Source: an optimization exercise on an open RTL-to-GDS flow (aim: small area, a short achievable clock period and few clock cycles per item). Production flows keep margins and buffers that such runs may drop. Only simulation tests tie the RTL to the original design; equivalence was not proved.

== trial 51 ==
==> flow/design.v (excerpt) <==
module matrixMultiplier(input st, rst, clk, input [7:0] data_in, output done, output [7:0] dataout);
  reg run, wt, done_r;
  reg [5:0] t;             
  reg [2:0] ph;            
  wire start = wt & ~st;
  always @(posedge clk or posedge rst)
    if (rst) begin run <= 1'b0; wt <= 1'b0; done_r <= 1'b0; end
    else begin
      wt <= wt ? st : (~run & st);
      run <= start | (run & (t != 6'd45));
      done_r <= run & (t == 6'd17);
    end
  assign done = done_r;
  always @(posedge clk) begin
    t <= start ? 6'd0 : t + 6'd1;
    ph <= start ? 3'b001 : {ph[1:0], ph[2]};    
  end
  reg [7:0] ra0,ra1,ra2,ra3,ra4,ra5,ra6,ra7,ra8;
  reg [7:0] rb0,rb1,rb2,rb3,rb4,rb5,rb6,rb7,rb8;
  wire lda = (t < 6'd9);
  wire ldb = (t >= 6'd9) & (t < 6'd18);
  always @(posedge clk) begin
    ra0 <= lda ? data_in : ra8;
    {ra8,ra7,ra6,ra5,ra4,ra3,ra2,ra1} <= {ra7,ra6,ra5,ra4,ra3,ra2,ra1,ra0};
    rb0 <= ldb ? data_in : rb8;
    {rb8,rb7,rb6,rb5,rb4,rb3,rb2,rb1} <= {rb7,rb6,rb5,rb4,rb3,rb2,rb1,rb0};
  end
  reg [7:0] ar, br;
  always @(posedge clk)
    case (t)
      6'd0: begin ar <= ra4; br <= rb4; end
      6'd1: begin ar <= ra4; br <= rb2; end
      6'd2: begin ar <= ra7; br <= rb8; end
      6'd3: begin ar <= ra7; br <= rb6; end
      6'd4: begin ar <= ra7; br <= rb4; end
      6'd5: begin ar <= ra7; br <= rb4; end
      6'd6: begin ar <= ra7; br <= rb2; end
      6'd7: begin ar <= ra7; br <= rb0; end
      6'd8: begin ar <= ra1; br <= rb6; end
      6'd9: begin ar <= ra1; br <= rb4; end
      6'd10: begin ar <= ra1; br <= rb2; end
      6'd11: begin ar <= ra4; br <= rb8; end
      6'd12: begin ar <= ra4; br <= rb6; end
      6'd13: begin ar <= ra4; br <= rb4; end
      6'd14: begin ar <= ra4; br <= rb4; end
      6'd15: begin ar <= ra4; br <= rb2; end
      6'd16: begin ar <= ra4; br <= rb0; end
      6'd17: begin ar <= ra7; br <= rb6; end
      6'd18: begin ar <= ra7; br <= rb4; end
      6'd19: begin ar <= ra7; br <= rb2; end
      6'd20: begin ar <= ra1; br <= rb8; end
      6'd21: begin ar <= ra1; br <= rb6; end
      6'd22: begin ar <= ra1; br <= rb4; end
      6'd23: begin ar <= ra1; br <= rb4; end
      6'd24: begin ar <= ra1; br <= rb2; end
      6'd25: begin ar <= ra1; br <= rb0; end
  ...
For scale: ~240 flip-flops, about 20 I/O pins, roughly 0.0089 sq mm of cells after synthesis.
make LEC_CHECK=0 ABC_CLOCK_PERIOD_IN_PS=3000 CAP_MARGIN=20 CORE_MARGIN=2 CORE_UTILIZATION=40 CTS_BUF_LIST=sky130_fd_sc_hd__clkbuf_8 CTS_CLUSTER_DIAMETER=50 CTS_CLUSTER_SIZE=16 SETUP_SLACK_MARGIN=5 SLEW_MARGIN=20 finish   # period 10.0 ns
run.sh (not shown) runs the stock make flow with config.mk's settings and CLKGATE_MAP_FILE= SYNTH_SCRIPT=/design/flow/synth_recipe.tcl, a recipe that flattens the netlist after the stock synthesis.
Testbench counts of trial 51, summed over its fixed seeds: cycles 7,680, items 160.
Modified inputs, trial 45 compared to trial 51
# trial 51
export LEC_CHECK = 0
export ABC_CLOCK_PERIOD_IN_PS = 3000
export CAP_MARGIN = 20
export CORE_MARGIN = 2
export CORE_UTILIZATION = 40
export CTS_BUF_LIST = sky130_fd_sc_hd__clkbuf_8
export CTS_CLUSTER_DIAMETER = 50
export CTS_CLUSTER_SIZE = 16
export SETUP_SLACK_MARGIN = 5
export SLEW_MARGIN = 20
create_clock -name core_clock -period 10.0 [get_ports {clk}]
# trial 45
export LEC_CHECK = 0
export ABC_CLOCK_PERIOD_IN_PS = 3000
export CAP_MARGIN = 20
export CORE_MARGIN = 2
export CORE_UTILIZATION = 40
export SETUP_SLACK_MARGIN = 5
export SLEW_MARGIN = 20
create_clock -name core_clock -period 10.0 [get_ports {clk}]
Findings:
There was hardly any difference in number of standard cells after synthesis between trial 51 and trial 45. On transition at the pin with the smallest max-transition slack, trial 45 and trial 51 are basically level. The critical path capture point comes out done in one run and dataout[4] in the other, namely in trial 45 and trial 51 respectively. Any difference in average instance area after synthesis between trial 51 and trial 45 is small enough to ignore.

[what the ideal ports hide]
How much do the figures lean on ideal ports? The routed layouts below were timed once more, with nothing changed but the port constraints. Step 1: set_driving_cell puts a clkbuf_16 on clk and a buf_2 on each other input, an assumption about the parent block. Step 2 moves the port delays by t, midway between the first and last clock arrival at a register: inputs arrive t later, outputs are due t later. That takes back most of the time a late clock gives input paths. Three values: ideal ports, drivers, drivers and shift; two values: the first two.
run	t, ns	setup slack, ns	hold slack, ns	worst setup path at the end	slew at the worst register clock pin (ns)
trial 51	0.570	6.634 / 6.598 / 6.689	0.318 / 0.318 / 0.318	register to register	0.09 / 0.09
trial 45	0.558	6.642 / 6.601 / 6.662	0.320 / 0.320 / 0.320	register to register	0.06 / 0.06
After both steps setup and hold are still met in every run listed.
